Background: an optimization exercise with open tools, aiming at small area and a short achievable clock period. Do not read the settings as production practice.
Where RTL was checked, it was by simulation tests only, not by an equivalence proof against the original.
Power is estimated from default activity; no workload was simulated.

## FIR
module FIR #
(
    parameter inbit = 11,
    parameter outbit = 23,
    parameter n=32
)
(
    input rst,
    input clk,
    input wire signed [inbit-1:0] infix,
    output reg signed [outbit-1:0] outfix
);
make LEC_CHECK=0 CAP_MARGIN=20 CORE_MARGIN=2 CORE_UTILIZATION=40 CTS_BUF_LIST=sky130_fd_sc_hd__clkbuf_16 CTS_CLUSTER_DIAMETER=100 CTS_CLUSTER_SIZE=25 SETUP_SLACK_MARGIN=2.0 SLEW_MARGIN=20 SYNTH_HIERARCHICAL=1 finish   # period 4.2 ns
run.sh (not shown) runs the stock make flow with config.mk's settings and CLKGATE_MAP_FILE= SYNTH_SCRIPT=/design/flow/synth_recipe.tcl, a recipe that flattens the netlist after the stock synthesis.
The baseline passed the timing, DRC and antenna checks.
==> next run, changes <==
Settings changed: SETUP_SLACK_MARGIN 2.0 to 2.1.
What happened: Area after synthesis is unchanged; sequential share of layout area is lower by 0.17 points; critical path depth does not change; first-iteration DRC count is lower by a few percent; power is higher slightly; design area is higher slightly; routed wire length is higher slightly; combinational power is higher slightly.
==> next run, changes <==
Settings changed: CTS_CLUSTER_SIZE 25 to 28.
The changed run finished with timing, DRC and antenna clean.
Power decreases by 1.9%.
Routed wire length drops by 0.68%.
Maximum frequency hardly moves.
Sequential power stays flat.
Worst setup slack is about the same.
Synthesized cell count stays the same.
No run of this note included a check of the RTL's function; only the layout flow was run.

========
Another version of the RTL of FIR (not shown whole).
Size in the first run: roughly 32,000 um^2 of cells after synthesis.
Settings: LEC_CHECK=0, CAP_MARGIN=20, CORE_MARGIN=2, CORE_UTILIZATION=40, SLEW_MARGIN=20; clock period 4.2 ns.
The first run went through all stages and came out clean.
Edit:
--- a/flow/config.mk
+++ b/flow/config.mk
@@ -9,3 +9,4 @@
 export CORE_MARGIN = 2
 export CORE_UTILIZATION = 40
+export SETUP_SLACK_MARGIN = 2.1
 export SLEW_MARGIN = 20
The changed run completed without violations.
Global-route usage went up by 2.1 points.
Synthesized area is unchanged.
Die area stays the same.
Final area grows by about a fifth.
Routed wire length grows by about a fifth.
Sequential power stays flat.
Setup slack gains 0.51 ns.
Cell count grows by a few percent.
Non-clock buffer count climbs by 147.
Clock skew grows by 0.0037 ns.
No run of this note included a check of the RTL's function; only the layout flow was run.

========
## run 1
Another version of the RTL of FIR (not shown whole).
For scale: about 2300 cells after synthesis, ~710 flip-flops, ~36 I/O pins, about 0.030 mm² of cells after synthesis.
export LEC_CHECK = 0
export CAP_MARGIN = 20
export CORE_MARGIN = 2
export CORE_UTILIZATION = 40
export CTS_BUF_LIST = sky130_fd_sc_hd__clkbuf_16
export CTS_CLUSTER_DIAMETER = 100
export CTS_CLUSTER_SIZE = 25
export SETUP_SLACK_MARGIN = 2.1
export SLEW_MARGIN = 20
export SYNTH_HIERARCHICAL = 1
create_clock -name core_clock -period 4.2 [get_ports {clk}]
Input changes introduced in run 2 (baseline for comparison: run 1):
# run 1
export LEC_CHECK = 0
export CAP_MARGIN = 20
export CORE_MARGIN = 2
export CORE_UTILIZATION = 40
export CTS_BUF_LIST = sky130_fd_sc_hd__clkbuf_16
export CTS_CLUSTER_DIAMETER = 100
export CTS_CLUSTER_SIZE = 25
export SETUP_SLACK_MARGIN = 2.1
export SLEW_MARGIN = 20
export SYNTH_HIERARCHICAL = 1
create_clock -name core_clock -period 4.2 [get_ports {clk}]
# run 2
export LEC_CHECK = 0
export CAP_MARGIN = 20
export CORE_MARGIN = 2
export CORE_UTILIZATION = 40
export CTS_BUF_LIST = sky130_fd_sc_hd__clkbuf_16
export CTS_CLUSTER_DIAMETER = 100
export CTS_CLUSTER_SIZE = 25
export SETUP_SLACK_MARGIN = 2.0
export SLEW_MARGIN = 20
export SYNTH_HIERARCHICAL = 1
create_clock -name core_clock -period 4.2 [get_ports {clk}]
- Comparing sequential share of layout area for run 1 and run 2, the smaller number came from run 1.
- Note that the count of clock-buffer cells in the layout recorded for run 1 amounts to 1.09 times the value seen in run 2.
- Run 2 against run 1; routed via count is down by a few percent.
Relative to run 2, the following input files were edited for run 3:
# run 2
export LEC_CHECK = 0
export CAP_MARGIN = 20
export CORE_MARGIN = 2
export CORE_UTILIZATION = 40
export CTS_BUF_LIST = sky130_fd_sc_hd__clkbuf_16
export CTS_CLUSTER_DIAMETER = 100
export CTS_CLUSTER_SIZE = 25
export SETUP_SLACK_MARGIN = 2.0
export SLEW_MARGIN = 20
export SYNTH_HIERARCHICAL = 1
create_clock -name core_clock -period 4.2 [get_ports {clk}]
# run 3
export LEC_CHECK = 0
export CAP_MARGIN = 20
export CORE_MARGIN = 2
export CORE_UTILIZATION = 40
export CTS_BUF_LIST = sky130_fd_sc_hd__clkbuf_16
export CTS_CLUSTER_DIAMETER = 100
export CTS_CLUSTER_SIZE = 28
export SETUP_SLACK_MARGIN = 2.05
export SLEW_MARGIN = 20
export SYNTH_HIERARCHICAL = 1
create_clock -name core_clock -period 4.2 [get_ports {clk}]
--- outcome ---
- Fraction of area in registers: run 2 and run 3 compared, lower one is run 3
- Tightest slew margin relative to the limit in run 3 is 7.0 points lower than in run 2
- The wire length reported by the detailed router in run 3 sits 0.35% above the value recorded for run 2.
- Looking at total length of routed met2 wires, run 3 sits about 0.33% above run 2.
- Run 2 -> run 3: internal reg-to-reg setup slack flat
- Est. power | run 3 vs run 2 | run 3 lower
- On run 3: area of combinational cells with multiple inputs is 61 µm² higher than what run 2 gave.
Modified inputs, run 4 compared to run 3
# run 3
export LEC_CHECK = 0
export CAP_MARGIN = 20
export CORE_MARGIN = 2
export CORE_UTILIZATION = 40
export CTS_BUF_LIST = sky130_fd_sc_hd__clkbuf_16
export CTS_CLUSTER_DIAMETER = 100
export CTS_CLUSTER_SIZE = 28
export SETUP_SLACK_MARGIN = 2.05
export SLEW_MARGIN = 20
export SYNTH_HIERARCHICAL = 1
create_clock -name core_clock -period 4.2 [get_ports {clk}]
# run 4
export LEC_CHECK = 0
export CAP_MARGIN = 0
export CORE_MARGIN = 2
export CORE_UTILIZATION = 40
export CTS_BUF_LIST = sky130_fd_sc_hd__clkbuf_16
export CTS_CLUSTER_DIAMETER = 100
export CTS_CLUSTER_SIZE = 25
export SETUP_SLACK_MARGIN = 2.1
export SLEW_MARGIN = 0
export SYNTH_HIERARCHICAL = 1
create_clock -name core_clock -period 4.2 [get_ports {clk}]
### Flow results
Run 4: post-route clock period utilization 0.46 points below run 3
Taking run 3 as the reference, in run 4 overall power of the completed layout higher, setup slack higher, wire length after detailed routing higher, initial DRC count lower.
Summary of the comparison: relative contribution of the clock network to total power is higher in run 4, relative to run 3.
Worst relative slew slack (lower): run 3

==> re-timing with driven ports <==
Ports are ideal in the flow. The routed layouts listed here were re-timed in OpenROAD.
Step 1 assumes that a clkbuf_16 drives the clock port and a buf_2 every other input.
Step 2 also shifts input and output timing later by t, the mid clock arrival at the registers, as if the neighbouring blocks saw the same clock.
Three values: ideal, step 1, step 2; two values: the first two.
| run | t, ns | slack for setup (ns) | worst register clock-pin slew, ns | worst slew at a driven data input, ns |
|---|---|---|---|---|
| the first run of note 1 | 0.636 | 2.022 / 2.022 / 1.452 | 0.10 / 0.10 | 0.06 |
| the second run of note 1 | 0.631 | 2.080 / 2.080 / 1.592 | 0.10 / 0.10 | 0.07 |
| the third run of note 1 | 0.692 | 2.080 / 2.080 / 1.499 | 0.11 / 0.11 | 0.07 |
| the first run of note 2 | 0.655 | 1.027 / 1.027 / 0.700 | 0.06 / 0.06 | 0.04 |
| the second run of note 2 | 0.660 | 1.537 / 1.537 / 1.130 | 0.07 / 0.07 | 0.19 |
| run 1 | 0.633 | 2.091 / 2.090 / 1.560 | 0.10 / 0.10 | 0.05 |
| run 2 | 0.632 | 2.058 / 2.058 / 1.562 | 0.10 / 0.10 | 0.05 |
| run 3 | 0.667 | 2.071 / 2.071 / 1.559 | 0.11 / 0.11 | 0.05 |
| run 4 | 0.633 | 2.091 / 2.090 / 1.560 | 0.10 / 0.10 | 0.05 |
After both steps every run listed still meets setup and hold. The setup slack of the third run of note 1, which loses most, moves by 0.000 ns with the drivers and by -0.581 ns with both steps.
